From an optimization exercise on the open Yosys and OpenROAD flow, aimed at small area; shortcuts taken in it are not production practice. The RTL was checked by simulation tests, not by an equivalence proof against the original design. Power and IR drop assume default switching activity.

==> design.v <==
module top (
	input clk, reset, button, button1, button2, button3,
	output [11:0] rgb,
	output hsync, vsync,
	output [6:0] seg1, seg2,
	output [6:0] seg_left, seg_right
	);
	reg [10:0] w;
	reg [9:0] v;
	wire wend = (w == 11'd1599);
	always @(posedge clk) begin
		if (!reset) begin
			w <= 11'd1;
			v <= 10'd0;
		end else begin
			w <= wend ? 11'd0 : w + 11'd1;
			if (wend) v <= (v == 10'd524) ? 10'd0 : v + 10'd1;
		end
	end
	wire [9:0] x = w[10:1];
	wire [9:0] y = v;
	reg hs_r, vs_r;
	always @(posedge clk) begin
		hs_r <= reset & (x >= 10'd656) & (x <= 10'd751);
		vs_r <= reset & (y >= 10'd513) & (y <= 10'd514);
	end
	assign hsync = hs_r;
	assign vsync = vs_r;
	wire video_on = (x < 10'd640) & (y < 10'd480);
	reg [11:0] dv;
	wire step = ((dv & 12'hDCF) == (12'h539 & 12'hDCF));
	wire dwrap = ((dv & 12'hD7F) == (12'h524 & 12'hD7F));
	always @(posedge clk)
		dv <= (reset & ~dwrap) ? {dv[10:0], ~(dv[10] ^ dv[11])} : 12'd0;
	reg [1:0] gs;
	reg [2:0] s1, s2;
	wire on = (gs == 2'b01);
	always @(posedge clk)
		if (!reset) gs <= 2'b00;
		else if (s1 == 3'd5) gs <= 2'b10;
		else if (s2 == 3'd5) gs <= 2'b11;
		else gs <= 2'b01;
	reg [8:0] p1, p2;
	always @(posedge clk)
		if (!reset) begin
			p1 <= 9'd220;
			p2 <= 9'd220;
		end else if (step) begin
			if (!button && p1 != 9'd0) p1 <= p1 - 9'd1;
			else if (!button1 && p1 != 9'd440) p1 <= p1 + 9'd1;
			if (!button2 && p2 != 9'd0) p2 <= p2 - 9'd1;
			else if (!button3 && p2 != 9'd440) p2 <= p2 + 9'd1;
		end
	reg [9:0] xb;
	reg [8:0] yb;
	reg dx, dy;    
	wire [9:0] d1 = {1'b0, yb} - {1'b0, p1} + 10'd19;
	wire [9:0] d2 = {1'b0, yb} - {1'b0, p2} + 10'd19;
	wire hit1 = (xb < 10'd38) & (p1 >= 9'd20) & (d1 <= 10'd78);
	wire hit2 = (xb > 10'd602) & (p2 >= 9'd20) & (d2 <= 10'd78);
	wire outr = (xb == 10'd632);
	wire outl = (xb == 10'd0);
	wire dxn = dx ^ hit1 ^ hit2 ^ outr ^ outl;
	wire dyn = dy ^ (yb == 9'd9) ^ (yb == 9'd471) ^ outr ^ outl;
	always @(posedge clk)
		if (!reset) begin
			dx <= 1'b1; dy <= 1'b1;
			xb <= 10'd320; yb <= 9'd240;
			s1 <= 3'd0; s2 <= 3'd0;
		end else if (step & on) begin
			dx <= dxn; dy <= dyn;
			if (outr | outl) begin
				xb <= 10'd320; yb <= 9'd240;
				if (outr) s1 <= s1 + 3'd1;
				else s2 <= s2 + 3'd1;
			end else begin
				xb <= dxn ? xb + 10'd1 : xb - 10'd1;
				yb <= dyn ? yb - 9'd1 : yb + 9'd1;
			end
		end
	wire [9:0] bx = x - xb + 10'd8;
	wire [9:0] by = y - {1'b0, yb} + 10'd8;
	wire ball_on = (xb >= 10'd8) & (bx <= 10'd16) & (by <= 10'd16);
	wire [9:0] q1 = y - {1'b0, p1};
	wire [9:0] q2 = y - {1'b0, p2};
	wire pad1_on = (x >= 10'd20) & (x <= 10'd40) & (q1 < 10'd40);
	wire pad2_on = (x >= 10'd600) & (x <= 10'd620) & (q2 < 10'd40);
	reg c, b;
	always @(posedge clk)
		if (!reset) begin
			c <= 1'b0; b <= 1'b0;
		end else case (gs)
			2'b01: begin
				c <= pad1_on | (~pad2_on & ball_on);
				b <= ~pad1_on & (pad2_on | ball_on);
			end
			2'b10: begin c <= 1'b1; b <= 1'b0; end
			2'b11: begin c <= 1'b0; b <= 1'b1; end
			default: begin c <= 1'b0; b <= 1'b0; end
		endcase
	wire rc = video_on & c, rb = video_on & b, rw = rc & b;
	assign rgb = {rb, rb, rw, rw, rc, rc, rc, rc, rb, rb, rw, rw};
	function [6:0] sdec(input [2:0] s);
		case (s)
			3'd0: sdec = 7'b1000000;
			3'd1: sdec = 7'b1111001;
			3'd2: sdec = 7'b0100100;
			3'd3: sdec = 7'b0110000;
			3'd4: sdec = 7'b0011001;
			3'd5: sdec = 7'b0010010;
			default: sdec = 7'bxxxxxxx;
		endcase
	endfunction
	assign seg1 = reset ? sdec(s2) : 7'b1111111;
	assign seg2 = reset ? sdec(s1) : 7'b1111111;
	reg [15:0] tc;
	wire tick = ((tc & 16'hF3FF) == (16'hC717 & 16'hF3FF));
	always @(posedge clk)
		tc <= (reset & ~tick) ? {tc[14:0], ~(tc[12] ^ tc[15])} : 16'd0;
	reg [2:0] tt;
	reg [3:0] tu;
	always @(posedge clk)
		if (tick) begin
			if (tt == 3'd7) begin tt <= 3'd0; tu <= 4'd0; end
			else if (tt == 3'd6) tt <= 3'd7;
			else if (tu == 4'd9) begin tt <= tt + 3'd1; tu <= 4'd0; end
			else tu <= tu + 4'd1;
		end else if (!reset) begin
			tt <= 3'd0; tu <= 4'd0;
		end
	wire blank = (tt == 3'd0) & (tu == 4'd0);
	reg [6:0] sl, sr;
	always @(*) begin
		case (tu)
			4'd0: sr = 7'b1000000;
			4'd1: sr = 7'b1111001;
			4'd2: sr = 7'b0100100;
			4'd3: sr = 7'b0110000;
			4'd4: sr = 7'b0011001;
			4'd5: sr = 7'b0010010;
			4'd6: sr = 7'b0000010;
			4'd7: sr = 7'b1111000;
			4'd8: sr = 7'b0000000;
			4'd9: sr = 7'b0011000;
			default: sr = 7'bxxxxxxx;
		endcase
		case (tt)
			3'd0: sl = 7'b1000000;
			3'd1: sl = 7'b1111001;
			3'd2: sl = 7'b0100100;
			3'd3: sl = 7'b0110000;
			3'd4: sl = 7'b0011001;
			3'd5: sl = 7'b0010010;
			default: sl = 7'b0000010;
		endcase
	end
	assign seg_left = blank ? 7'b1111111 : sl;
	assign seg_right = blank ? 7'b1111111 : sr;
endmodule
==> run.sh <==
#!/bin/bash
# synth_recipe.tcl (not shown) runs the flow's synth.tcl, then flattens the netlist and writes it again
# the make line also repeats each setting of config.mk as NAME=value (left out here)
make -C /OpenROAD-flow-scripts/flow DESIGN_CONFIG=/design/flow/config.mk WORK_HOME=/design/flow/orfs CLKGATE_MAP_FILE= SYNTH_SCRIPT=/design/flow/synth_recipe.tcl finish
==> config.mk <==
export PLATFORM = sky130hd
export DESIGN_NAME = top
export DESIGN_NICKNAME = top
export VERILOG_FILES = /design/flow/design.v
export SDC_FILE = /design/flow/constraint.sdc
export NUM_CORES = 4
export LEC_CHECK = 0
export CAP_MARGIN = 20
export CORE_MARGIN = 2
export CORE_UTILIZATION = 40
export PLACE_DENSITY = 0.6
export SLEW_MARGIN = 20
==> constraint.sdc <==
create_clock -name core_clock -period 10.0 [get_ports {clk}]
set_input_delay 2.0000 -clock core_clock [delete_from_list [all_inputs] [get_ports {clk}]]
set_output_delay 2.0000 -clock core_clock [all_outputs]
set_load 0.01 [all_outputs]
==> parameters.txt <==
Parameter                              Value

Routing
  Detailed-route via count ... just under 8,000
  Total routed wirelength ... 21.8 mm
  Vias/cell ... around 5.4
  Count of routing violations after the opening detailed-route iteration ... around 470
  Wire per inst ... around 15 um
  Number of remaining DRC errors ... 0
  Number of routed nets with antenna violations ... 0
  DR pass1 iterations ... 5

Layout
  Ratio of cells with drive above 1 in the final layout ... 0.0508
  N_diodes ... 0
  Final layout net count ... approximately 1,300
  Highest-count cells in the layout ignoring fill and taps ... 140 x sky130_fd_sc_hd__ha_1, 107 x sky130_fd_sc_hd__dfxtp_1, 105 x sky130_fd_sc_hd__nor2_1, 105 x sky130_fd_sc_hd__inv_1, 68 x sky130_fd_sc_hd__nand2_1
  Area overhead of the layout relative to synthesis ... 12.1%
  Filler cell count in the final layout ... 2,193
  Most frequent standard cell in the layout excluding fill and tap cells ... sky130_fd_sc_hd__ha_1
  Post-Layout Inst Area ... just over 0.01 mm2

Clock network
  Post-cts hold buffer count ... 0
  H-tree levels ... 4
  CTS tree ... built
  Number of sinks handled by clock tree synthesis ... 114
  Number of buffers created by CTS ... 17
  Skew-Pair Late Insertion Delay ... 430 ps
  Post-cts sizing count ... 0
  Cell at the root of the clock tree ... sky130_fd_sc_hd__clkbuf_16
  CTS clock-pin slew for the worst setup and hold paths ... 60 ps
  Maximum count of clock buffers along a single path ... 2
  Number of buffers added for setup after CTS ... 0

Pwr
  PD cells ... approximately 120 mW/mm2
  Leak Pwr ... between 4 and 5 nW
  Peak supply drop ... just under 0.09 mV

Floorplanning
  Die extent in x ... approximately 160 um
  Cell Rows ... 55
  Top Ports ... 48
  Core Box Area ... around 0.023 mm2
  Die height ... around 160 um
  Die footprint ... around 0.024 mm2
  Initial cell density of the core ... 0.407

Logic synthesis
  Ys Warns ... 1
  Synth async-reset ratio ... 0
  Average cell area after synthesis ... ~8.3 um2
  Library cells used by synthesis ... slightly above 80
  Post-synth design cell area ... roughly 0.0092 mm2
  Sequential area share after synthesis ... 0.255
  Register bit total from synthesis ... roughly 110
  Synthesized net count ... around 1,300
  Commonest register cell after synthesis ... sky130_fd_sc_hd__dfxtp_1
  Number of enable flip-flop cells after synthesis ... 7
  Instance count of the mapped netlist ... around 1,100

Critical path
  Nature of the critical path endpoint ... primary output
  Setup slack on the worst flop-to-flop path ... roughly 4900 ps
  Maximum net fanout on the critical path ... 17
  First element of the critical path ... reset
  Capture point of the critical path ... seg2[1]
  Arrival time at the worst endpoint ... 3780 ps
  Launch point of the worst reg-to-reg path ... p2[1]
  Data required time of the critical path ... around 8000 ps
  Nature of the critical path startpoint ... input port
  Length in cells of the worst reg-to-reg path ... 21
  Reg-to-reg endpoint ... xb[8]
  Crit Path Class ... input port to primary output

Place
  Detailed placer's ending HPWL ... ~16 mm
  Post-Place Cell Area ... about 0.0097 mm2
  Count of buffers from port buffering ... 47
  Gp weighted congestion ... 0.884
  Post-Place Worst Slack ... ~4200 ps

STA
  Setup TNS after final layout ... 0 ps
  Period utilisation layout ... 0.578
  Minimum setup slack in the final design ... around 4200 ps
  Slew at the pin closest to its max-slew limit ... between 1000 and 1500 ps
  Worst-case clock skew ... roughly 12 ps
  Highest clock rate ... about 170 MHz
  Slew Limit Headroom ... 0.308
  Min Tclk post-route ... between 5000 and 6000 ps
  Hold violation count in the final report ... 0
  Unrepaired setup endpoints after global routing ... false
  # setup viols final ... 0
  Max-slew violation count ... 0

Global route
  Grt met3 use ... 0.0314
  GRT busiest layer ... met2
  Number of antenna violations at the first check in global routing ... 1
  Global-route wire length before repair ... 36.2 mm
  Maximum number of pins on one net before global-route repair ... 58
  Global routing met2 resource utilization ... 0.305
  Tot GR Track Use ... 0.185
  Met1 routing resource usage after global routing ... 0.244
  Remaining Overflow, GRT ... 0
  Number of global-route vias before repair ... 7,240

Run
  Max-capacitance violation count ... 0

Hold path
  Hold/Removal Path Class ... flip-flop to flip-flop

Outcome
  Outcome ... no timing/DRC/antenna violations
worst min-delay path by stage:
stage               cells past startpoint     end    from
floorplan                               1  dv[10]   dv[9]
global placement                        1  dv[10]   dv[9]
detailed placement                      1  dv[10]   dv[9]
CTS                                     1  dv[10]   dv[9]
global route                            1  dv[10]   dv[9]
finish                                  1  tc[11]  tc[10]
layout make-up:
type	count	area [um2]	area share
clock buffers	17	425	0.0412
flip-flops and latches	114	2350	0.228
well taps	285	357	0.0345
multi-input cells	839	6150	0.595
inverters	107	402	0.0389
repair buffers	50	488	0.0472
clock inverters	15	161	0.0156
state kept, by name, summed over array words and instances (netlist names), 2 cells and up:
register and cells:
tt 3, tu 4, dv 12, yb 9, p2 9, v 10
tc 16, w 11, s2 3, p1 9, sr 7, xb 10
s1 3, gs 2
where the power goes:
part	internal [W]	switching (W)	leakage, nW	total (W)
combinational	0.0000654	0.0000816	3.45	0.000147
sequential	0.000470	0.0000170	0.934	0.000487
clock	0.000355	0.000260	0.290	0.000615
stage by stage:
stage,utilization,cells,power (W),hold WS [ps]
floorplan,-,1111,0.000603,406
global placement,0.430,1395,0.000641,437
detailed placement,0.430,1395,0.000642,416
CTS,0.456,1427,0.00126,456
global route,0.456,1427,0.00130,471
finish,0.456,1427,0.00125,457
cell usage after synthesis, types with 9 or more instances:
cell type                    n  area share
sky130_fd_sc_hd__a21oi_1    54       0.029
sky130_fd_sc_hd__buf_4      16       0.013
sky130_fd_sc_hd__o211ai_1   18       0.015
sky130_fd_sc_hd__inv_1     105       0.043
sky130_fd_sc_hd__nor2b_1     9      0.0061
sky130_fd_sc_hd__xnor2_1    36       0.034
sky130_fd_sc_hd__and3_1     26       0.018
sky130_fd_sc_hd__dfxtp_1   107        0.23
sky130_fd_sc_hd__xor2_1     26       0.025
sky130_fd_sc_hd__nand2b_1   14      0.0095
sky130_fd_sc_hd__o21ai_0    45       0.024
sky130_fd_sc_hd__nand2_1    68       0.028
sky130_fd_sc_hd__and2_1     23       0.016
sky130_fd_sc_hd__a21o_1     25       0.020
sky130_fd_sc_hd__nand4_1    13      0.0088
sky130_fd_sc_hd__mux2i_1    12       0.013
sky130_fd_sc_hd__ha_1      140        0.19
sky130_fd_sc_hd__nor4_1     12      0.0081
sky130_fd_sc_hd__nand3_1    26       0.014
sky130_fd_sc_hd__nor2_1    105       0.043
sky130_fd_sc_hd__nor3_1     34       0.018
sky130_fd_sc_hd__o21a_1      9      0.0073
sky130_fd_sc_hd__clkbuf_1   26       0.011
kinds of logic after synthesis:
group	after synthesis	synth area share
fa+ha+maj	147	0.205
compound gates	244	0.180
flops	114	0.255
xor+xnor	62	0.0589
mux	14	0.0155
buf+inv	158	0.0775
simple gates	372	0.207
routing by layer:
metal,part of all wire,routed length (um),vias to the layer above
li1,-,-,3972
met1,0.49,10800,3538
met2,0.45,9860,141
met3,0.035,757,29
met4,0.020,445,2
met5,0.00055,12,-
critical path, stage by stage:
cell	delay, ps
sky130_fd_sc_hd__buf_2	120
sky130_fd_sc_hd__clkinv_1	490
sky130_fd_sc_hd__buf_4	440
sky130_fd_sc_hd__a21oi_1	180
sky130_fd_sc_hd__inv_1	60
sky130_fd_sc_hd__clkdlybuf4s50_1	470

==> re-timing with driven ports <==
Ports are ideal in the flow. The routed layout listed here was re-timed in OpenROAD. Step 1, drivers: a clkbuf_16 drives clk and a buf_2 each remaining input, both assumed. Step 2 adds t to the input delays and takes it off the output delays; t is the mean of the earliest and latest rising clock arrival at the registers after step 1. Input paths then give back, and output paths get back, about the clock's delay inside the block. a / b / c = ideal ports / drivers / drivers and shift; a / b = the first two.
shift t [ns]: 0.469
setup WS [ns]: 4.218 / 4.197 / 4.197
worst register clock-pin slew, ns: 0.06 / 0.06
After both steps setup and hold are still met in this run. The setup slack of this run moves by -0.021 ns with the drivers and by -0.021 ns with both steps.
